Source: an optimization exercise on an open RTL-to-GDS flow (aim: small area and a short achievable clock period). Production flows keep margins and buffers that such runs may drop. In this exercise RTL edits were held to simulation tests only and were not proved equivalent to the original. No activity file was given, so power comes from the tool's default toggle rates.

===== config.mk =====
export PLATFORM = sky130hd
export DESIGN_NAME = riscv_cpu
export DESIGN_NICKNAME = riscv_cpu
export VERILOG_FILES = /design/flow/design.v
export SDC_FILE = /design/flow/constraint.sdc
export NUM_CORES = 4
export LEC_CHECK = 0
export CAP_MARGIN = 20
export CORE_MARGIN = 2
export CORE_UTILIZATION = 40
export CTS_CLUSTER_DIAMETER = 100
export CTS_CLUSTER_SIZE = 22
export PLACE_DENSITY = 0.6
export SETUP_SLACK_MARGIN = 3.0
export SLEW_MARGIN = 20
export SYNTH_HIERARCHICAL = 1

===== constraint.sdc =====
create_clock -name core_clock -period 13.0 [get_ports {clk}]
set_input_delay 2.6000 -clock core_clock [delete_from_list [all_inputs] [get_ports {clk}]]
set_output_delay 2.6000 -clock core_clock [all_outputs]
set_load 0.01 [all_outputs]

===== design.v =====
module xor32 (
    input  [31:0] a, b,
    output [31:0] y
);
assign y = a ^ b;
endmodule
module and32 (
    input  [31:0] a, b,
    output [31:0] y
);
assign y = a & b;
endmodule
module pf_inv (input a, output y);
assign y = ~a;
endmodule
module pf_a21o (input a1, a2, b1, output y);
assign y = (a1 & a2) | b1;
endmodule
module pf_a21oi (input a1, a2, b1, output y);
assign y = ~((a1 & a2) | b1);
endmodule
module pf_o21ai (input a1, a2, b1, output y);
assign y = ~((a1 | a2) & b1);
endmodule
module pf_nand2 (input a, b, output y);
assign y = ~(a & b);
endmodule
module pf_nor2 (input a, b, output y);
assign y = ~(a | b);
endmodule
module pf_xor2 (input a, b, output y);
assign y = a ^ b;
endmodule
module pf_xnor2 (input a, b, output y);
assign y = ~(a ^ b);
endmodule
module adder (
    input  [31:0] a, b,
    input         cin,
    output [31:0] sum,
    output        cout,
    output [31:0] p, g       
);
xor32 up (.a(a), .b(b), .y(p));
and32 ug (.a(a), .b(b), .y(g));
wire g0_0;
wire G1_1;
wire G1_2;
wire P1_2;
wire G1_3;
wire P1_3;
wire G1_4;
wire P1_4;
wire G1_5;
wire P1_5;
wire G1_6;
wire P1_6;
wire G1_7;
wire P1_7;
wire G1_8;
wire P1_8;
wire G1_9;
wire P1_9;
wire G1_10;
wire P1_10;
wire G1_11;
wire P1_11;
wire G1_12;
wire P1_12;
wire G1_13;
wire P1_13;
wire G1_14;
wire P1_14;
wire G1_15;
wire P1_15;
wire G1_16;
wire P1_16;
wire G1_17;
wire P1_17;
wire G1_18;
wire P1_18;
wire G1_19;
wire P1_19;
wire G1_20;
wire P1_20;
wire G1_21;
wire P1_21;
wire G1_22;
wire P1_22;
wire G1_23;
wire P1_23;
wire G1_24;
wire P1_24;
wire G1_25;
wire P1_25;
wire G1_26;
wire P1_26;
wire G1_27;
wire P1_27;
wire G1_28;
wire P1_28;
wire G1_29;
wire P1_29;
wire G1_30;
wire P1_30;
wire G1_31;
wire P1_31;
wire i_0;
wire G2_2;
wire G2_3;
wire G2_4;
wire P2_4;
wire G2_5;
wire P2_5;
wire G2_6;
wire P2_6;
wire G2_7;
wire P2_7;
wire G2_8;
wire P2_8;
wire G2_9;
wire P2_9;
wire G2_10;
wire P2_10;
wire G2_11;
wire P2_11;
wire G2_12;
wire P2_12;
wire G2_13;
wire P2_13;
wire G2_14;
wire P2_14;
wire G2_15;
wire P2_15;
wire G2_16;
wire P2_16;
wire G2_17;
wire P2_17;
wire G2_18;
wire P2_18;
wire G2_19;
wire P2_19;
wire G2_20;
wire P2_20;
wire G2_21;
wire P2_21;
wire G2_22;
wire P2_22;
wire G2_23;
wire P2_23;
wire G2_24;
wire P2_24;
wire G2_25;
wire P2_25;
wire G2_26;
wire P2_26;
wire G2_27;
wire P2_27;
wire G2_28;
wire P2_28;
wire G2_29;
wire P2_29;
wire G2_30;
wire P2_30;
wire G2_31;
wire P2_31;
wire G3_4;
wire i_1;
wire G3_5;
wire G3_6;
wire G3_7;
wire G3_8;
wire P3_8;
wire G3_9;
wire P3_9;
wire G3_10;
wire P3_10;
wire G3_11;
wire P3_11;
wire G3_12;
wire P3_12;
wire G3_13;
wire P3_13;
wire G3_14;
wire P3_14;
wire G3_15;
wire P3_15;
wire G3_16;
wire P3_16;
wire G3_17;
wire P3_17;
wire G3_18;
wire P3_18;
wire G3_19;
wire P3_19;
wire G3_20;
wire P3_20;
wire G3_21;
wire P3_21;
wire G3_22;
wire P3_22;
wire G3_23;
wire P3_23;
wire G3_24;
wire P3_24;
wire G3_25;
wire P3_25;
wire G3_26;
wire P3_26;
wire G3_27;
wire P3_27;
wire G3_28;
wire P3_28;
wire G3_29;
wire P3_29;
wire G3_30;
wire P3_30;
wire G3_31;
wire P3_31;
wire G4_8;
wire G4_9;
wire i_2;
wire G4_10;
wire i_3;
wire G4_11;
wire G4_12;
wire G4_13;
wire G4_14;
wire G4_15;
wire G4_16;
wire P4_16;
wire G4_17;
wire P4_17;
wire G4_18;
wire P4_18;
wire G4_19;
wire P4_19;
wire G4_20;
wire P4_20;
wire G4_21;
wire P4_21;
wire G4_22;
wire P4_22;
wire G4_23;
wire P4_23;
wire G4_24;
wire P4_24;
wire G4_25;
wire P4_25;
wire G4_26;
wire P4_26;
wire G4_27;
wire P4_27;
wire G4_28;
wire P4_28;
wire G4_29;
wire P4_29;
wire G4_30;
wire P4_30;
wire G4_31;
wire P4_31;
wire G5_16;
wire G5_17;
wire G5_18;
wire G5_19;
wire i_4;
wire G5_20;
wire i_5;
wire G5_21;
wire i_6;
wire G5_22;
wire i_7;
wire G5_23;
wire G5_24;
wire G5_25;
wire G5_26;
wire G5_27;
wire G5_28;
wire G5_29;
wire G5_30;
wire G5_31;
pf_a21o u1 (.a1(p[0]), .a2(cin), .b1(g[0]), .y(g0_0));
pf_a21oi u2 (.a1(p[1]), .a2(g0_0), .b1(g[1]), .y(G1_1));
pf_a21oi u3 (.a1(p[2]), .a2(g[1]), .b1(g[2]), .y(G1_2));
pf_nand2 u4 (.a(p[2]), .b(p[1]), .y(P1_2));
pf_a21oi u5 (.a1(p[3]), .a2(g[2]), .b1(g[3]), .y(G1_3));
pf_nand2 u6 (.a(p[3]), .b(p[2]), .y(P1_3));
pf_a21oi u7 (.a1(p[4]), .a2(g[3]), .b1(g[4]), .y(G1_4));
pf_nand2 u8 (.a(p[4]), .b(p[3]), .y(P1_4));
pf_a21oi u9 (.a1(p[5]), .a2(g[4]), .b1(g[5]), .y(G1_5));
pf_nand2 u10 (.a(p[5]), .b(p[4]), .y(P1_5));
pf_a21oi u11 (.a1(p[6]), .a2(g[5]), .b1(g[6]), .y(G1_6));
pf_nand2 u12 (.a(p[6]), .b(p[5]), .y(P1_6));
pf_a21oi u13 (.a1(p[7]), .a2(g[6]), .b1(g[7]), .y(G1_7));
pf_nand2 u14 (.a(p[7]), .b(p[6]), .y(P1_7));
pf_a21oi u15 (.a1(p[8]), .a2(g[7]), .b1(g[8]), .y(G1_8));
pf_nand2 u16 (.a(p[8]), .b(p[7]), .y(P1_8));
pf_a21oi u17 (.a1(p[9]), .a2(g[8]), .b1(g[9]), .y(G1_9));
pf_nand2 u18 (.a(p[9]), .b(p[8]), .y(P1_9));
pf_a21oi u19 (.a1(p[10]), .a2(g[9]), .b1(g[10]), .y(G1_10));
pf_nand2 u20 (.a(p[10]), .b(p[9]), .y(P1_10));
pf_a21oi u21 (.a1(p[11]), .a2(g[10]), .b1(g[11]), .y(G1_11));
pf_nand2 u22 (.a(p[11]), .b(p[10]), .y(P1_11));
pf_a21oi u23 (.a1(p[12]), .a2(g[11]), .b1(g[12]), .y(G1_12));
pf_nand2 u24 (.a(p[12]), .b(p[11]), .y(P1_12));
pf_a21oi u25 (.a1(p[13]), .a2(g[12]), .b1(g[13]), .y(G1_13));
pf_nand2 u26 (.a(p[13]), .b(p[12]), .y(P1_13));
pf_a21oi u27 (.a1(p[14]), .a2(g[13]), .b1(g[14]), .y(G1_14));
pf_nand2 u28 (.a(p[14]), .b(p[13]), .y(P1_14));
pf_a21oi u29 (.a1(p[15]), .a2(g[14]), .b1(g[15]), .y(G1_15));
pf_nand2 u30 (.a(p[15]), .b(p[14]), .y(P1_15));
pf_a21oi u31 (.a1(p[16]), .a2(g[15]), .b1(g[16]), .y(G1_16));
pf_nand2 u32 (.a(p[16]), .b(p[15]), .y(P1_16));
pf_a21oi u33 (.a1(p[17]), .a2(g[16]), .b1(g[17]), .y(G1_17));
pf_nand2 u34 (.a(p[17]), .b(p[16]), .y(P1_17));
pf_a21oi u35 (.a1(p[18]), .a2(g[17]), .b1(g[18]), .y(G1_18));
pf_nand2 u36 (.a(p[18]), .b(p[17]), .y(P1_18));
pf_a21oi u37 (.a1(p[19]), .a2(g[18]), .b1(g[19]), .y(G1_19));
pf_nand2 u38 (.a(p[19]), .b(p[18]), .y(P1_19));
pf_a21oi u39 (.a1(p[20]), .a2(g[19]), .b1(g[20]), .y(G1_20));
pf_nand2 u40 (.a(p[20]), .b(p[19]), .y(P1_20));
pf_a21oi u41 (.a1(p[21]), .a2(g[20]), .b1(g[21]), .y(G1_21));
pf_nand2 u42 (.a(p[21]), .b(p[20]), .y(P1_21));
pf_a21oi u43 (.a1(p[22]), .a2(g[21]), .b1(g[22]), .y(G1_22));
pf_nand2 u44 (.a(p[22]), .b(p[21]), .y(P1_22));
pf_a21oi u45 (.a1(p[23]), .a2(g[22]), .b1(g[23]), .y(G1_23));
pf_nand2 u46 (.a(p[23]), .b(p[22]), .y(P1_23));
pf_a21oi u47 (.a1(p[24]), .a2(g[23]), .b1(g[24]), .y(G1_24));
pf_nand2 u48 (.a(p[24]), .b(p[23]), .y(P1_24));
pf_a21oi u49 (.a1(p[25]), .a2(g[24]), .b1(g[25]), .y(G1_25));
pf_nand2 u50 (.a(p[25]), .b(p[24]), .y(P1_25));
pf_a21oi u51 (.a1(p[26]), .a2(g[25]), .b1(g[26]), .y(G1_26));
pf_nand2 u52 (.a(p[26]), .b(p[25]), .y(P1_26));
pf_a21oi u53 (.a1(p[27]), .a2(g[26]), .b1(g[27]), .y(G1_27));
pf_nand2 u54 (.a(p[27]), .b(p[26]), .y(P1_27));
pf_a21oi u55 (.a1(p[28]), .a2(g[27]), .b1(g[28]), .y(G1_28));
pf_nand2 u56 (.a(p[28]), .b(p[27]), .y(P1_28));
pf_a21oi u57 (.a1(p[29]), .a2(g[28]), .b1(g[29]), .y(G1_29));
pf_nand2 u58 (.a(p[29]), .b(p[28]), .y(P1_29));
pf_a21oi u59 (.a1(p[30]), .a2(g[29]), .b1(g[30]), .y(G1_30));
pf_nand2 u60 (.a(p[30]), .b(p[29]), .y(P1_30));
pf_a21oi u61 (.a1(p[31]), .a2(g[30]), .b1(g[31]), .y(G1_31));
pf_nand2 u62 (.a(p[31]), .b(p[30]), .y(P1_31));
pf_inv u63 (.a(g0_0), .y(i_0));
pf_o21ai u64 (.a1(P1_2), .a2(i_0), .b1(G1_2), .y(G2_2));
pf_o21ai u65 (.a1(P1_3), .a2(G1_1), .b1(G1_3), .y(G2_3));
pf_o21ai u66 (.a1(P1_4), .a2(G1_2), .b1(G1_4), .y(G2_4));
pf_nor2 u67 (.a(P1_4), .b(P1_2), .y(P2_4));
pf_o21ai u68 (.a1(P1_5), .a2(G1_3), .b1(G1_5), .y(G2_5));
pf_nor2 u69 (.a(P1_5), .b(P1_3), .y(P2_5));
pf_o21ai u70 (.a1(P1_6), .a2(G1_4), .b1(G1_6), .y(G2_6));
pf_nor2 u71 (.a(P1_6), .b(P1_4), .y(P2_6));
pf_o21ai u72 (.a1(P1_7), .a2(G1_5), .b1(G1_7), .y(G2_7));
pf_nor2 u73 (.a(P1_7), .b(P1_5), .y(P2_7));
pf_o21ai u74 (.a1(P1_8), .a2(G1_6), .b1(G1_8), .y(G2_8));
pf_nor2 u75 (.a(P1_8), .b(P1_6), .y(P2_8));
pf_o21ai u76 (.a1(P1_9), .a2(G1_7), .b1(G1_9), .y(G2_9));
pf_nor2 u77 (.a(P1_9), .b(P1_7), .y(P2_9));
pf_o21ai u78 (.a1(P1_10), .a2(G1_8), .b1(G1_10), .y(G2_10));
pf_nor2 u79 (.a(P1_10), .b(P1_8), .y(P2_10));
pf_o21ai u80 (.a1(P1_11), .a2(G1_9), .b1(G1_11), .y(G2_11));
pf_nor2 u81 (.a(P1_11), .b(P1_9), .y(P2_11));
pf_o21ai u82 (.a1(P1_12), .a2(G1_10), .b1(G1_12), .y(G2_12));
pf_nor2 u83 (.a(P1_12), .b(P1_10), .y(P2_12));
pf_o21ai u84 (.a1(P1_13), .a2(G1_11), .b1(G1_13), .y(G2_13));
pf_nor2 u85 (.a(P1_13), .b(P1_11), .y(P2_13));
pf_o21ai u86 (.a1(P1_14), .a2(G1_12), .b1(G1_14), .y(G2_14));
pf_nor2 u87 (.a(P1_14), .b(P1_12), .y(P2_14));
pf_o21ai u88 (.a1(P1_15), .a2(G1_13), .b1(G1_15), .y(G2_15));
pf_nor2 u89 (.a(P1_15), .b(P1_13), .y(P2_15));
pf_o21ai u90 (.a1(P1_16), .a2(G1_14), .b1(G1_16), .y(G2_16));
pf_nor2 u91 (.a(P1_16), .b(P1_14), .y(P2_16));
pf_o21ai u92 (.a1(P1_17), .a2(G1_15), .b1(G1_17), .y(G2_17));
pf_nor2 u93 (.a(P1_17), .b(P1_15), .y(P2_17));
pf_o21ai u94 (.a1(P1_18), .a2(G1_16), .b1(G1_18), .y(G2_18));
pf_nor2 u95 (.a(P1_18), .b(P1_16), .y(P2_18));
pf_o21ai u96 (.a1(P1_19), .a2(G1_17), .b1(G1_19), .y(G2_19));
pf_nor2 u97 (.a(P1_19), .b(P1_17), .y(P2_19));
pf_o21ai u98 (.a1(P1_20), .a2(G1_18), .b1(G1_20), .y(G2_20));
pf_nor2 u99 (.a(P1_20), .b(P1_18), .y(P2_20));
pf_o21ai u100 (.a1(P1_21), .a2(G1_19), .b1(G1_21), .y(G2_21));
pf_nor2 u101 (.a(P1_21), .b(P1_19), .y(P2_21));
pf_o21ai u102 (.a1(P1_22), .a2(G1_20), .b1(G1_22), .y(G2_22));
pf_nor2 u103 (.a(P1_22), .b(P1_20), .y(P2_22));
pf_o21ai u104 (.a1(P1_23), .a2(G1_21), .b1(G1_23), .y(G2_23));
pf_nor2 u105 (.a(P1_23), .b(P1_21), .y(P2_23));
pf_o21ai u106 (.a1(P1_24), .a2(G1_22), .b1(G1_24), .y(G2_24));
pf_nor2 u107 (.a(P1_24), .b(P1_22), .y(P2_24));
pf_o21ai u108 (.a1(P1_25), .a2(G1_23), .b1(G1_25), .y(G2_25));
pf_nor2 u109 (.a(P1_25), .b(P1_23), .y(P2_25));
pf_o21ai u110 (.a1(P1_26), .a2(G1_24), .b1(G1_26), .y(G2_26));
pf_nor2 u111 (.a(P1_26), .b(P1_24), .y(P2_26));
pf_o21ai u112 (.a1(P1_27), .a2(G1_25), .b1(G1_27), .y(G2_27));
pf_nor2 u113 (.a(P1_27), .b(P1_25), .y(P2_27));
pf_o21ai u114 (.a1(P1_28), .a2(G1_26), .b1(G1_28), .y(G2_28));
pf_nor2 u115 (.a(P1_28), .b(P1_26), .y(P2_28));
pf_o21ai u116 (.a1(P1_29), .a2(G1_27), .b1(G1_29), .y(G2_29));
pf_nor2 u117 (.a(P1_29), .b(P1_27), .y(P2_29));
pf_o21ai u118 (.a1(P1_30), .a2(G1_28), .b1(G1_30), .y(G2_30));
pf_nor2 u119 (.a(P1_30), .b(P1_28), .y(P2_30));
pf_o21ai u120 (.a1(P1_31), .a2(G1_29), .b1(G1_31), .y(G2_31));
pf_nor2 u121 (.a(P1_31), .b(P1_29), .y(P2_31));
pf_a21oi u122 (.a1(P2_4), .a2(g0_0), .b1(G2_4), .y(G3_4));
pf_inv u123 (.a(G1_1), .y(i_1));
pf_a21oi u124 (.a1(P2_5), .a2(i_1), .b1(G2_5), .y(G3_5));
pf_a21oi u125 (.a1(P2_6), .a2(G2_2), .b1(G2_6), .y(G3_6));
pf_a21oi u126 (.a1(P2_7), .a2(G2_3), .b1(G2_7), .y(G3_7));
pf_a21oi u127 (.a1(P2_8), .a2(G2_4), .b1(G2_8), .y(G3_8));
pf_nand2 u128 (.a(P2_8), .b(P2_4), .y(P3_8));
pf_a21oi u129 (.a1(P2_9), .a2(G2_5), .b1(G2_9), .y(G3_9));
pf_nand2 u130 (.a(P2_9), .b(P2_5), .y(P3_9));
pf_a21oi u131 (.a1(P2_10), .a2(G2_6), .b1(G2_10), .y(G3_10));
pf_nand2 u132 (.a(P2_10), .b(P2_6), .y(P3_10));
pf_a21oi u133 (.a1(P2_11), .a2(G2_7), .b1(G2_11), .y(G3_11));
pf_nand2 u134 (.a(P2_11), .b(P2_7), .y(P3_11));
pf_a21oi u135 (.a1(P2_12), .a2(G2_8), .b1(G2_12), .y(G3_12));
pf_nand2 u136 (.a(P2_12), .b(P2_8), .y(P3_12));
pf_a21oi u137 (.a1(P2_13), .a2(G2_9), .b1(G2_13), .y(G3_13));
pf_nand2 u138 (.a(P2_13), .b(P2_9), .y(P3_13));
pf_a21oi u139 (.a1(P2_14), .a2(G2_10), .b1(G2_14), .y(G3_14));
pf_nand2 u140 (.a(P2_14), .b(P2_10), .y(P3_14));
pf_a21oi u141 (.a1(P2_15), .a2(G2_11), .b1(G2_15), .y(G3_15));
pf_nand2 u142 (.a(P2_15), .b(P2_11), .y(P3_15));
pf_a21oi u143 (.a1(P2_16), .a2(G2_12), .b1(G2_16), .y(G3_16));
pf_nand2 u144 (.a(P2_16), .b(P2_12), .y(P3_16));
pf_a21oi u145 (.a1(P2_17), .a2(G2_13), .b1(G2_17), .y(G3_17));
pf_nand2 u146 (.a(P2_17), .b(P2_13), .y(P3_17));
pf_a21oi u147 (.a1(P2_18), .a2(G2_14), .b1(G2_18), .y(G3_18));
pf_nand2 u148 (.a(P2_18), .b(P2_14), .y(P3_18));
pf_a21oi u149 (.a1(P2_19), .a2(G2_15), .b1(G2_19), .y(G3_19));
pf_nand2 u150 (.a(P2_19), .b(P2_15), .y(P3_19));
pf_a21oi u151 (.a1(P2_20), .a2(G2_16), .b1(G2_20), .y(G3_20));
pf_nand2 u152 (.a(P2_20), .b(P2_16), .y(P3_20));
pf_a21oi u153 (.a1(P2_21), .a2(G2_17), .b1(G2_21), .y(G3_21));
pf_nand2 u154 (.a(P2_21), .b(P2_17), .y(P3_21));
pf_a21oi u155 (.a1(P2_22), .a2(G2_18), .b1(G2_22), .y(G3_22));
pf_nand2 u156 (.a(P2_22), .b(P2_18), .y(P3_22));
pf_a21oi u157 (.a1(P2_23), .a2(G2_19), .b1(G2_23), .y(G3_23));
pf_nand2 u158 (.a(P2_23), .b(P2_19), .y(P3_23));
pf_a21oi u159 (.a1(P2_24), .a2(G2_20), .b1(G2_24), .y(G3_24));
pf_nand2 u160 (.a(P2_24), .b(P2_20), .y(P3_24));
pf_a21oi u161 (.a1(P2_25), .a2(G2_21), .b1(G2_25), .y(G3_25));
pf_nand2 u162 (.a(P2_25), .b(P2_21), .y(P3_25));
pf_a21oi u163 (.a1(P2_26), .a2(G2_22), .b1(G2_26), .y(G3_26));
pf_nand2 u164 (.a(P2_26), .b(P2_22), .y(P3_26));
pf_a21oi u165 (.a1(P2_27), .a2(G2_23), .b1(G2_27), .y(G3_27));
pf_nand2 u166 (.a(P2_27), .b(P2_23), .y(P3_27));
pf_a21oi u167 (.a1(P2_28), .a2(G2_24), .b1(G2_28), .y(G3_28));
pf_nand2 u168 (.a(P2_28), .b(P2_24), .y(P3_28));
pf_a21oi u169 (.a1(P2_29), .a2(G2_25), .b1(G2_29), .y(G3_29));
pf_nand2 u170 (.a(P2_29), .b(P2_25), .y(P3_29));
pf_a21oi u171 (.a1(P2_30), .a2(G2_26), .b1(G2_30), .y(G3_30));
pf_nand2 u172 (.a(P2_30), .b(P2_26), .y(P3_30));
pf_a21oi u173 (.a1(P2_31), .a2(G2_27), .b1(G2_31), .y(G3_31));
pf_nand2 u174 (.a(P2_31), .b(P2_27), .y(P3_31));
pf_o21ai u175 (.a1(P3_8), .a2(i_0), .b1(G3_8), .y(G4_8));
pf_o21ai u176 (.a1(P3_9), .a2(G1_1), .b1(G3_9), .y(G4_9));
pf_inv u177 (.a(G2_2), .y(i_2));
pf_o21ai u178 (.a1(P3_10), .a2(i_2), .b1(G3_10), .y(G4_10));
pf_inv u179 (.a(G2_3), .y(i_3));
pf_o21ai u180 (.a1(P3_11), .a2(i_3), .b1(G3_11), .y(G4_11));
pf_o21ai u181 (.a1(P3_12), .a2(G3_4), .b1(G3_12), .y(G4_12));
pf_o21ai u182 (.a1(P3_13), .a2(G3_5), .b1(G3_13), .y(G4_13));
pf_o21ai u183 (.a1(P3_14), .a2(G3_6), .b1(G3_14), .y(G4_14));
pf_o21ai u184 (.a1(P3_15), .a2(G3_7), .b1(G3_15), .y(G4_15));
pf_o21ai u185 (.a1(P3_16), .a2(G3_8), .b1(G3_16), .y(G4_16));
pf_nor2 u186 (.a(P3_16), .b(P3_8), .y(P4_16));
pf_o21ai u187 (.a1(P3_17), .a2(G3_9), .b1(G3_17), .y(G4_17));
pf_nor2 u188 (.a(P3_17), .b(P3_9), .y(P4_17));
pf_o21ai u189 (.a1(P3_18), .a2(G3_10), .b1(G3_18), .y(G4_18));
pf_nor2 u190 (.a(P3_18), .b(P3_10), .y(P4_18));
pf_o21ai u191 (.a1(P3_19), .a2(G3_11), .b1(G3_19), .y(G4_19));
pf_nor2 u192 (.a(P3_19), .b(P3_11), .y(P4_19));
pf_o21ai u193 (.a1(P3_20), .a2(G3_12), .b1(G3_20), .y(G4_20));
pf_nor2 u194 (.a(P3_20), .b(P3_12), .y(P4_20));
pf_o21ai u195 (.a1(P3_21), .a2(G3_13), .b1(G3_21), .y(G4_21));
pf_nor2 u196 (.a(P3_21), .b(P3_13), .y(P4_21));
pf_o21ai u197 (.a1(P3_22), .a2(G3_14), .b1(G3_22), .y(G4_22));
pf_nor2 u198 (.a(P3_22), .b(P3_14), .y(P4_22));
pf_o21ai u199 (.a1(P3_23), .a2(G3_15), .b1(G3_23), .y(G4_23));
pf_nor2 u200 (.a(P3_23), .b(P3_15), .y(P4_23));
pf_o21ai u201 (.a1(P3_24), .a2(G3_16), .b1(G3_24), .y(G4_24));
pf_nor2 u202 (.a(P3_24), .b(P3_16), .y(P4_24));
pf_o21ai u203 (.a1(P3_25), .a2(G3_17), .b1(G3_25), .y(G4_25));
pf_nor2 u204 (.a(P3_25), .b(P3_17), .y(P4_25));
pf_o21ai u205 (.a1(P3_26), .a2(G3_18), .b1(G3_26), .y(G4_26));
pf_nor2 u206 (.a(P3_26), .b(P3_18), .y(P4_26));
pf_o21ai u207 (.a1(P3_27), .a2(G3_19), .b1(G3_27), .y(G4_27));
pf_nor2 u208 (.a(P3_27), .b(P3_19), .y(P4_27));
pf_o21ai u209 (.a1(P3_28), .a2(G3_20), .b1(G3_28), .y(G4_28));
pf_nor2 u210 (.a(P3_28), .b(P3_20), .y(P4_28));
pf_o21ai u211 (.a1(P3_29), .a2(G3_21), .b1(G3_29), .y(G4_29));
pf_nor2 u212 (.a(P3_29), .b(P3_21), .y(P4_29));
pf_o21ai u213 (.a1(P3_30), .a2(G3_22), .b1(G3_30), .y(G4_30));
pf_nor2 u214 (.a(P3_30), .b(P3_22), .y(P4_30));
pf_o21ai u215 (.a1(P3_31), .a2(G3_23), .b1(G3_31), .y(G4_31));
pf_nor2 u216 (.a(P3_31), .b(P3_23), .y(P4_31));
pf_a21oi u217 (.a1(P4_16), .a2(g0_0), .b1(G4_16), .y(G5_16));
pf_a21oi u218 (.a1(P4_17), .a2(i_1), .b1(G4_17), .y(G5_17));
pf_a21oi u219 (.a1(P4_18), .a2(G2_2), .b1(G4_18), .y(G5_18));
pf_a21oi u220 (.a1(P4_19), .a2(G2_3), .b1(G4_19), .y(G5_19));
pf_inv u221 (.a(G3_4), .y(i_4));
pf_a21oi u222 (.a1(P4_20), .a2(i_4), .b1(G4_20), .y(G5_20));
pf_inv u223 (.a(G3_5), .y(i_5));
pf_a21oi u224 (.a1(P4_21), .a2(i_5), .b1(G4_21), .y(G5_21));
pf_inv u225 (.a(G3_6), .y(i_6));
pf_a21oi u226 (.a1(P4_22), .a2(i_6), .b1(G4_22), .y(G5_22));
pf_inv u227 (.a(G3_7), .y(i_7));
pf_a21oi u228 (.a1(P4_23), .a2(i_7), .b1(G4_23), .y(G5_23));
pf_a21oi u229 (.a1(P4_24), .a2(G4_8), .b1(G4_24), .y(G5_24));
pf_a21oi u230 (.a1(P4_25), .a2(G4_9), .b1(G4_25), .y(G5_25));
pf_a21oi u231 (.a1(P4_26), .a2(G4_10), .b1(G4_26), .y(G5_26));
pf_a21oi u232 (.a1(P4_27), .a2(G4_11), .b1(G4_27), .y(G5_27));
pf_a21oi u233 (.a1(P4_28), .a2(G4_12), .b1(G4_28), .y(G5_28));
pf_a21oi u234 (.a1(P4_29), .a2(G4_13), .b1(G4_29), .y(G5_29));
pf_a21oi u235 (.a1(P4_30), .a2(G4_14), .b1(G4_30), .y(G5_30));
pf_a21oi u236 (.a1(P4_31), .a2(G4_15), .b1(G4_31), .y(G5_31));
pf_xor2 u237 (.a(p[0]), .b(cin), .y(sum[0]));
pf_xor2 u238 (.a(p[1]), .b(g0_0), .y(sum[1]));
pf_xnor2 u239 (.a(p[2]), .b(G1_1), .y(sum[2]));
pf_xor2 u240 (.a(p[3]), .b(G2_2), .y(sum[3]));
pf_xor2 u241 (.a(p[4]), .b(G2_3), .y(sum[4]));
pf_xnor2 u242 (.a(p[5]), .b(G3_4), .y(sum[5]));
pf_xnor2 u243 (.a(p[6]), .b(G3_5), .y(sum[6]));
pf_xnor2 u244 (.a(p[7]), .b(G3_6), .y(sum[7]));
pf_xnor2 u245 (.a(p[8]), .b(G3_7), .y(sum[8]));
pf_xor2 u246 (.a(p[9]), .b(G4_8), .y(sum[9]));
pf_xor2 u247 (.a(p[10]), .b(G4_9), .y(sum[10]));
pf_xor2 u248 (.a(p[11]), .b(G4_10), .y(sum[11]));
pf_xor2 u249 (.a(p[12]), .b(G4_11), .y(sum[12]));
pf_xor2 u250 (.a(p[13]), .b(G4_12), .y(sum[13]));
pf_xor2 u251 (.a(p[14]), .b(G4_13), .y(sum[14]));
pf_xor2 u252 (.a(p[15]), .b(G4_14), .y(sum[15]));
pf_xor2 u253 (.a(p[16]), .b(G4_15), .y(sum[16]));
pf_xnor2 u254 (.a(p[17]), .b(G5_16), .y(sum[17]));
pf_xnor2 u255 (.a(p[18]), .b(G5_17), .y(sum[18]));
pf_xnor2 u256 (.a(p[19]), .b(G5_18), .y(sum[19]));
pf_xnor2 u257 (.a(p[20]), .b(G5_19), .y(sum[20]));
pf_xnor2 u258 (.a(p[21]), .b(G5_20), .y(sum[21]));
pf_xnor2 u259 (.a(p[22]), .b(G5_21), .y(sum[22]));
pf_xnor2 u260 (.a(p[23]), .b(G5_22), .y(sum[23]));
pf_xnor2 u261 (.a(p[24]), .b(G5_23), .y(sum[24]));
pf_xnor2 u262 (.a(p[25]), .b(G5_24), .y(sum[25]));
pf_xnor2 u263 (.a(p[26]), .b(G5_25), .y(sum[26]));
pf_xnor2 u264 (.a(p[27]), .b(G5_26), .y(sum[27]));
pf_xnor2 u265 (.a(p[28]), .b(G5_27), .y(sum[28]));
pf_xnor2 u266 (.a(p[29]), .b(G5_28), .y(sum[29]));
pf_xnor2 u267 (.a(p[30]), .b(G5_29), .y(sum[30]));
pf_xnor2 u268 (.a(p[31]), .b(G5_30), .y(sum[31]));
pf_inv u269 (.a(G5_31), .y(cout));
endmodule
module mux2 (
    input  d0, d1, s,
    output y
);
assign y = s ? d1 : d0;
endmodule
module ao221 (
    input  a0, b0, a1, b1, c,
    output y
);
assign y = (a0 & b0) | (a1 & b1) | c;
endmodule
module ao2211 (
    input  a0, b0, a1, b1, c, d,
    output y
);
assign y = (a0 & b0) | (a1 & b1) | c | d;
endmodule
module aoi222 (
    input  a0, b0, a1, b1, a2, b2,
    output y
);
assign y = ~((a0 & b0) | (a1 & b1) | (a2 & b2));
endmodule
module nand4m (
    input  a, b, c, d,
    output y
);
assign y = ~(a & b & c & d);
endmodule
module nand3m (
    input  a, b, c,
    output y
);
assign y = ~(a & b & c);
endmodule
module or3m (
    input  a, b, c,
    output y
);
assign y = a | b | c;
endmodule
module sel31 (
    input  [30:0] s,
    input  [30:0] d,
    output        y
);
wire [10:0] n;
genvar g;
generate
    for (g = 0; g < 10; g = g + 1) begin : grp
        aoi222 u (.a0(s[3*g]), .b0(d[3*g]), .a1(s[3*g+1]), .b1(d[3*g+1]),
                  .a2(s[3*g+2]), .b2(d[3*g+2]), .y(n[g]));
    end
endgenerate
assign n[10] = ~(s[30] & d[30]);
wire [2:0] o;
nand4m u0 (.a(n[0]), .b(n[1]), .c(n[2]), .d(n[3]), .y(o[0]));
nand4m u1 (.a(n[4]), .b(n[5]), .c(n[6]), .d(n[7]), .y(o[1]));
nand3m u2 (.a(n[8]), .b(n[9]), .c(n[10]), .y(o[2]));
or3m   u3 (.a(o[0]), .b(o[1]), .c(o[2]), .y(y));
endmodule
module reg_file (
    input         clk,
    input         wr_en,
    input  [4:0]  rd_addr1, rd_addr2, wr_addr,
    input  [31:0] wr_data,
    output [31:0] rd_data1, rd_data2
);
reg  [31:0] regs [1:31];
wire [31:0] sel1 = 32'd1 << rd_addr1;
wire [31:0] sel2 = 32'd1 << rd_addr2;
wire [31:0] wsel = 32'd1 << wr_addr;
genvar g, b;
generate
    for (g = 1; g < 32; g = g + 1) begin : r
        always @(posedge clk)
            if (wr_en & wsel[g]) regs[g] <= wr_data;
    end
    for (b = 0; b < 32; b = b + 1) begin : rd
        wire [30:0] col;
        for (g = 1; g < 32; g = g + 1) begin : c
            assign col[g-1] = regs[g][b];
        end
        sel31 m1 (.s(sel1[31:1]), .d(col), .y(rd_data1[b]));
        sel31 m2 (.s(sel2[31:1]), .d(col), .y(rd_data2[b]));
    end
endgenerate
endmodule
module alu (
    input  [31:0] a,           
    input  [31:0] b,           
    input  [4:0]  shamt,       
    input         sub,
    input         shl,         
    input         arith,       
    output [31:0] sum,
    output        cout,
    output [31:0] sh_out,      
    output [31:0] xor_out, or_out, and_out
);
wire [31:0] p, g;
adder add (.a(a), .b(b), .cin(sub), .sum(sum), .cout(cout), .p(p), .g(g));
wire big = |b[31:5];
wire fill = arith & a[31];
reg [31:0] a_rev, r_rev;
integer i;
always @(*)
    for (i = 0; i < 32; i = i + 1) a_rev[i] = a[31-i];
wire [31:0] sh_in = shl ? a_rev : a;
wire [32:0] sh_ext = $signed({fill, sh_in}) >>> shamt;
wire [31:0] sr_out = big ? {32{fill}} : sh_ext[31:0];
always @(*)
    for (i = 0; i < 32; i = i + 1) r_rev[i] = sr_out[31-i];
assign sh_out = shl ? r_rev : sr_out;
assign xor_out = p;
assign or_out  = p | g;
assign and_out = g;
endmodule
module riscv_cpu (
    input         clk, reset,
    output [31:0] PC,
    input  [31:0] Instr,
    output        MemWrite,
    output [31:0] Mem_WrAddr, Mem_WrData,
    input  [31:0] ReadData,
    output [31:0] Result
);
wire [6:0] op = Instr[6:0];
wire [2:0] f3 = Instr[14:12];
wire is_load  = (op == 7'b0000011);
wire is_store = (op == 7'b0100011);
wire is_r     = (op == 7'b0110011);
wire is_i     = (op == 7'b0010011);
wire is_br    = (op == 7'b1100011);
wire is_jal   = (op == 7'b1101111);
wire is_jalr  = (op == 7'b1100111);
wire is_lui   = (op == 7'b0110111);
wire is_auipc = (op == 7'b0010111);
wire is_alu   = is_r | is_i;
wire RegWrite = is_load | is_alu | is_jal | is_jalr | is_lui | is_auipc;
assign MemWrite = is_store;
wire b6 = Instr[6], b5 = Instr[5], b4 = Instr[4], b2 = Instr[2];
wire d_alu   = b4 & ~b2;                  
wire d_r     = b5 & b4 & ~b2;             
wire d_br    = b6 & ~b2;                  
wire d_store = ~b6 & b5 & ~b4;            
wire d_load  = ~b6 & ~b5 & ~b4;           
wire d_lui   = b5 & b4 & b2;              
wire d_auipc = ~b5 & b4 & b2;             
wire d_pc4   = b6 & b2;                   
wire d_rs2   = b5 & ~b2 & (b4 | b6);      
wire [31:0] immI = {{20{Instr[31]}}, Instr[31:20]};
wire [31:0] immS = {{20{Instr[31]}}, Instr[31:25], Instr[11:7]};
wire [31:0] immB = {{20{Instr[31]}}, Instr[7], Instr[30:25], Instr[11:8], 1'b0};
wire [31:0] immJ = {{12{Instr[31]}}, Instr[19:12], Instr[20], Instr[30:21], 1'b0};
wire [31:0] immU = {Instr[31:12], 12'b0};
wire [31:0] rs1, rs2;
wire [31:0] wdata;    
reg_file rf (.clk(clk), .wr_en(RegWrite), .rd_addr1(Instr[19:15]), .rd_addr2(Instr[24:20]),
             .wr_addr(Instr[11:7]), .wr_data(wdata), .rd_data1(rs1), .rd_data2(rs2));
wire use_rs2 = d_rs2;
wire sub = d_br | (d_alu & ~f3[2] & f3[1]) | (d_r & (f3 == 3'b000) & Instr[30]);
wire [31:0] imm  = d_store ? immS : immI;
wire [31:0] b_one  = use_rs2 ? {32{~sub}} : (imm ^ {32{sub}});
wire [31:0] b_zero = use_rs2 ? {32{ sub}} : (imm ^ {32{sub}});
wire [31:0] bsel;
genvar gb;
generate
    for (gb = 0; gb < 32; gb = gb + 1) begin : bm
        mux2 m (.d0(b_zero[gb]), .d1(b_one[gb]), .s(rs2[gb]), .y(bsel[gb]));
    end
endgenerate
wire [4:0] shamt;
generate
    for (gb = 0; gb < 5; gb = gb + 1) begin : sm
        mux2 m (.d0(b_zero[gb]), .d1(b_one[gb]), .s(rs2[gb]), .y(shamt[gb]));
    end
endgenerate
wire [31:0] sum, sh_out, xor_out, or_out, and_out;
wire cout;
alu alu (.a(rs1), .b(bsel), .shamt(shamt), .sub(sub), .shl(~f3[2]), .arith(f3[2] & (b5 | Instr[30])),
         .sum(sum), .cout(cout), .sh_out(sh_out),
         .xor_out(xor_out), .or_out(or_out), .and_out(and_out));
reg  [31:0] pc_q;
wire [31:0] pc_plus4 = {pc_q[31:2] + 30'd1, pc_q[1:0]};
wire [31:0] pc_imm   = pc_q + (is_jal ? immJ : (is_br ? immB : immU));
wire eq = (rs1 == rs2);
reg  take;
always @(*) begin
    case (f3)
        3'b000:  take = eq;
        3'b001:  take = ~eq;
        3'b100,
        3'b110:  take = sum[31];
        3'b101,
        3'b111:  take = ~sum[31];
        default: take = 1'b0;
    endcase
end
wire [31:0] pc_next = is_jalr ? sum :
                      (is_jal | (is_br & take)) ? pc_imm : pc_plus4;
always @(posedge clk or posedge reset)
    if (reset) pc_q <= 32'd0;
    else       pc_q <= pc_next;
assign PC = pc_q;
wire s_add  = d_alu & (f3 == 3'b000);
wire s_sh   = d_alu & (f3[1:0] == 2'b01);
wire s_slt  = d_alu & (f3 == 3'b010);
wire s_sltu = d_alu & (f3 == 3'b011);
wire s_xor  = d_alu & (f3 == 3'b100);
wire s_or   = d_alu & (f3 == 3'b110);
wire s_and  = d_alu & (f3 == 3'b111);
wire sdiff  = rs1[31] ^ ~bsel[31];
wire cmp1   = s_slt & sdiff & rs1[31];
wire cmp0   = s_sltu | (s_slt & (~sdiff | rs1[31]));
wire cmp;
mux2 cmpm (.d0(cmp0), .d1(cmp1), .s(cout), .y(cmp));
wire [31:0] early = ({32{s_xor}}    & xor_out)
                  | ({32{s_or}}     & or_out)
                  | ({32{s_and}}    & and_out)
                  | ({32{d_load}}   & ReadData)
                  | ({32{d_pc4}}    & pc_plus4)
                  | ({32{d_lui}}    & immU)
                  | ({32{d_auipc}}  & pc_imm);
ao2211 m0 (.a0(s_add), .b0(sum[0]), .a1(s_sh), .b1(sh_out[0]), .c(early[0]), .d(cmp), .y(Result[0]));
ao2211 w0 (.a0(s_add), .b0(sum[0]), .a1(s_sh), .b1(sh_out[0]), .c(early[0]), .d(cmp), .y(wdata[0]));
genvar gr;
generate
    for (gr = 1; gr < 32; gr = gr + 1) begin : rm
        ao221 m (.a0(s_add), .b0(sum[gr]), .a1(s_sh), .b1(sh_out[gr]), .c(early[gr]), .y(Result[gr]));
        ao221 w (.a0(s_add), .b0(sum[gr]), .a1(s_sh), .b1(sh_out[gr]), .c(early[gr]), .y(wdata[gr]));
    end
endgenerate
assign Mem_WrAddr = sum;
assign Mem_WrData = rs2;
endmodule

===== flow/run.sh =====
#!/bin/bash
# The standard ORFS layout (standard.sh), with two knobs changed:
#  - ports are buffered with buf_4 instead of the delay cell buffer_ports picks by default
#  - timing repair may swap cells of different footprints
# make's full output goes to orfs_make.log; ORFS keeps each step's log under orfs/logs/.
set -euo pipefail
bash standard.sh \
  'BUFFER_PORTS_ARGS=-buffer_cell sky130_fd_sc_hd__buf_4' \
  MATCH_CELL_FOOTPRINT=0 \
  finish > orfs_make.log 2>&1

===== standard.sh =====
#!/bin/bash
# synth_recipe.tcl (not shown) runs the flow's synth.tcl, then flattens the netlist and writes it again
# the make line also repeats each setting of config.mk as NAME=value (left out here)
make -C /OpenROAD-flow-scripts/flow DESIGN_CONFIG=/design/flow/config.mk WORK_HOME=/design/flow/orfs CLKGATE_MAP_FILE= SYNTH_SCRIPT=/design/flow/synth_recipe.tcl "${@:-finish}"

==> results.txt <==
cells in the mapped netlist, types with 22 or more instances:
cell        n  area share (%)
ha_1       32            0.78
mux2_4     41             1.2
dfrtp_1    32             1.6
o21ai_1    66            0.64
xor2_1    108             1.8
inv_1      31            0.23
buf_2      22            0.21
nor2_1    240             1.7
a21o_1     38            0.55
clkbuf_1   68            0.49
mux4_2     44             1.9
nand2_1   265             1.9
or2_2      41            0.50
a21oi_2    75             1.3
a221o_1    83             1.6
a21oi_1    58            0.56
and2_1     48            0.58
nand3_1   106             1.0
a222oi_1  671              13
mux2i_1    63             1.2
a22oi_1    37            0.54
xnor2_1    67             1.1
edfxtp_1  992              58
o21ai_0    53            0.51
or3_1      72            0.87
nand4_1   142             1.7
Yosys stat by module (local to each module, per instance), excerpt:
module    cells  times used
mux2          1          38
pf_a21oi      1          75
ao2211        3           2
nand3m        1          64
pf_inv        1           9
sel31         1          64
aoi222        1         640
and32        32           1
reg_file   1130           1
pf_o21ai      1          54
pf_nor2       1          44
or3m          1          64
pf_xor2       1          12
alu         470           1
tightest hold or removal path: cells and delay by family, from the launching register on:
family,cells,cell delay (ns)
and+or+nand+nor,2,0.13
DFF,1,0.45
cell families (layout without fill, tap and decap cells):
group	Yosys count	count (layout)	share of synthesized area [%]
xor gates and xnor gates	175	175	2.97
DFF	1024	1024	59.2
other	0	5	0
buffers and inverters	137	685	1.18
muxes	168	179	4.77
AOI/OAI and AO/OA	1227	1227	21.0
and+or+nand+nor	1036	1061	10.0
adders and majority gates	33	33	0.814
report_power, final:
| group | switching [mW] | total, mW | internal (mW) |
|---|---|---|---|
| clock | 1.06 | 1.81 | 0.746 |
| combinational | 2.39 | 3.64 | 1.25 |
| sequential | 0.108 | 4.05 | 3.94 |
| total | 3.56 | 9.49 | 5.93 |
through the flow:
stage	instances	hold WS [ns]	area (µm²)	setup WS [ns]
after global placement	5705	0.580	56900	1.44
after detailed placement	5708	0.582	57000	1.49
after floorplan	3800	0.533	52000	2.40
after CTS	5929	0.605	61100	3.00
final	6051	0.611	62800	2.52
after global routing	6046	0.613	62800	2.71
state kept, by name, indices dropped and copies added, names as in the netlist:
signal   flops
pc_q        32
rf.regs    992
final cells by class:
cell class	count	area, µm²	area share [%]
diodes	5	12.5	0.0199
multi-input cells	2675	23400	37.3
clock buffers	59	1350	2.15
repair buffers	584	5140	8.18
flip-flops and latches	1024	30600	48.7
clock inverters	8	95.1	0.151
well taps	1662	2080	3.31
inverters	34	135	0.215
routing by layer:
| metal | share of wire [%] | wire length, µm | global-route usage (%) |
|---|---|---|---|
| met1 | 34 | 82400 | 43.6 |
| met2 | 42 | 103000 | 51.7 |
| met3 | 15 | 36800 | 10.4 |
| met4 | 8.1 | 19600 | 22.3 |
| met5 | 0.12 | 283 | 1.63 |
worst paths after layout:
kind                                               start                        to  slack (ns)
worst min register to register       pc_q[0]$_DFFE_PP0P_       pc_q[0]$_DFFE_PP0P_        0.61
min in group asynchronous                          reset       pc_q[1]$_DFFE_PP0P_        1.99
worst max-delay path                           Instr[23]                Result[26]        2.52
max in group asynchronous                          reset        pc_q[31]$_DFF_PP0_       10.67
worst max register to register  rf.regs[16][9]$_DFFE_PP_  rf.regs[14][0]$_DFFE_PP_        7.41
worst min-delay path                 pc_q[0]$_DFFE_PP0P_       pc_q[0]$_DFFE_PP0P_        0.61
repair_timing:
action                                  CTS  global route
setup buffers                           128           105
pin swaps                               104           121
hold buffers                              0             0
cloned                                   26            12
resized for setup                       224           119
endpoints found under the setup margin   61            36
==> parameters.txt <==
Parameter                              Value

Clock network
  Number of sinks handled by clock tree synthesis    1024
  Htree depth    2
  CTS tree    built
  Clock network latency to the later pin of the worst-skew pair    0.72 ns
  Master cell of the clock root buffer    clkbuf_16
  Clock buffer depth    3
  Number of buffers created by CTS    53
  Clock edge transition at the registers on the reported setup and hold paths    0.09 ns

Setup path
  Cells on worst reg2reg path    13
  Master of the slowest instance on the critical path    or3_1
  Arrival time at the worst endpoint    7.88 ns
  Family with the most delay on the worst path    simple AND/OR/NAND/NOR gates
  WS Path Type    in2out
  Cells along the critical path    buf_12 > nand2b_4 > buf_6 > nor2_4 > buf_6 > buf_4 > a222oi_1 > nand4_1 > or3_1 > mux2_4 > nor4_4 > and4_1 > and3_2 > nand2_1 > o32a_1 > a32oi_2 > a221o_1 > buf_4
  Worst stage delay on the critical path    0.65 ns
  Startpoint type of the worst setup path    input port
  Crit Path Max Fanout    14
  Buffers and inverters on the worst path    5
  Number of cells on the critical path    18
  Worst Setup End Kind    output port
  Required time of the worst setup path    10.40 ns

Detailed routing
  Post-detailed-route wirelength per cell    39.9 µm
  Via count    46300
  Post-route DRC violation count    0
  Number of DRC violations after detailed-routing iteration 0    12200
  Number of iterations in the first detailed-routing pass    14
  Via-to-Cell Ratio    7.64
  Total Routed Length    242 mm
  ANT nets after route    0

Finish
  Leading cell type in the layout, fill and taps excluded    edfxtp_1
  Highest-count cells in the layout ignoring fill and taps    edfxtp_1 (992), a222oi_1 (671), buf_4 (505), nand2_1 (261), nand4_1 (142)
  Fill cell instance count of the final layout    11000
  Net total in the final layout    4471
  Utilization after layout    49.1%
  Layout overhead on the synthesized area    21.7%
  Fraction of final layout cells sized beyond drive strength 1    28.4%

Global routing
  GRT Resource Usage Total    34.6%
  Total congestion overflow after global routing    0
  First-pass GRT wire length    324 mm
  Initial antenna violation count    4
  Maximum number of pins on one net before global-route repair    65
  Via count of the first global-routing pass    41800

Die
  Initial standard-cell utilization of the core    40.4%
  Die Outline Area    132000 µm²
  Number of ports placed on the die boundary    195
  Die height    363 µm
  Horizontal die dimension    363 µm
  Cell row count    131
  Placeable core area    128000 µm²

Power
  Pwr Density    151 nW/µm²
  Leakage power    20.9 nW
  Worst IR Drop VDD    0.106 mV
  Tot Pwr    9.49 mW

Synth
  Post-synthesis instance area    51600 µm²
  Count of state elements after synthesis    1024
  Post-synth ARST share    3.13%
  Syn nets    3899
  Number of warnings issued by yosys    10
  Sequential area share after synthesis    59.2%
  Most frequently used flop master after synthesis    edfxtp_1
  Cell count after synthesis    3800
  Number of distinct library cells after synthesis    93
  Number of flops mapped to enable cells by yosys    992
  Mean cell area of the mapped netlist    13.6 µm²

Place
  GPL Wtd Cong    1.07
  Detailed-placement wirelength estimate    156 mm
  Port bufs    194

STA
  Share of the clock period used by the worst path after layout    80.6%
  Final setup vio count    0
  Worst slew margin relative to its limit    25.6%
  RSZ-0062 raised after global routing    yes
  Number of slew-limit violations in the final report    0
  Post-Route Setup TNS    0 ns
  Post-Route Skew    0.0406 ns
  Upper clock frequency limit    95.4 MHz
  Final Critical Period    10.48 ns
  Transition time at the pin with the least slew margin    1.11 ns
  Number of hold violations in the final report    0

Hold path
  Classification of the worst-slack hold path    reg2reg
  Number of cells on the worst hold path    2

Run status
  Status    complete, no violations

Run
  Maxcap violations    0

separate check: timing with driven ports:
How much do the figures lean on ideal ports? The routed layout below was timed once more, with nothing changed but the port constraints. Step 1 sets driving cells, clkbuf_16 on the clock port and buf_2 on the other inputs (assumed; they add their load-dependent delay and slew). Step 2, shift: input delay + t, output delay - t, t = (earliest + latest rising clock arrival at the registers) / 2. This alone moves slack from input paths to output paths. a / b / c = ideal ports / drivers / drivers and shift; a / b = the first two.
shift t [ns]: 0.776
setup slack, ns: 2.516 / 2.449 / 2.449
worst setup path at the end: input to output
clock arrival spread, ns: 0.041 / 0.041
worst slew at a driven data input, ns: 0.09
After both steps this run still meets setup and hold. The setup slack of this run moves by -0.067 ns with the drivers and by -0.067 ns with both steps.
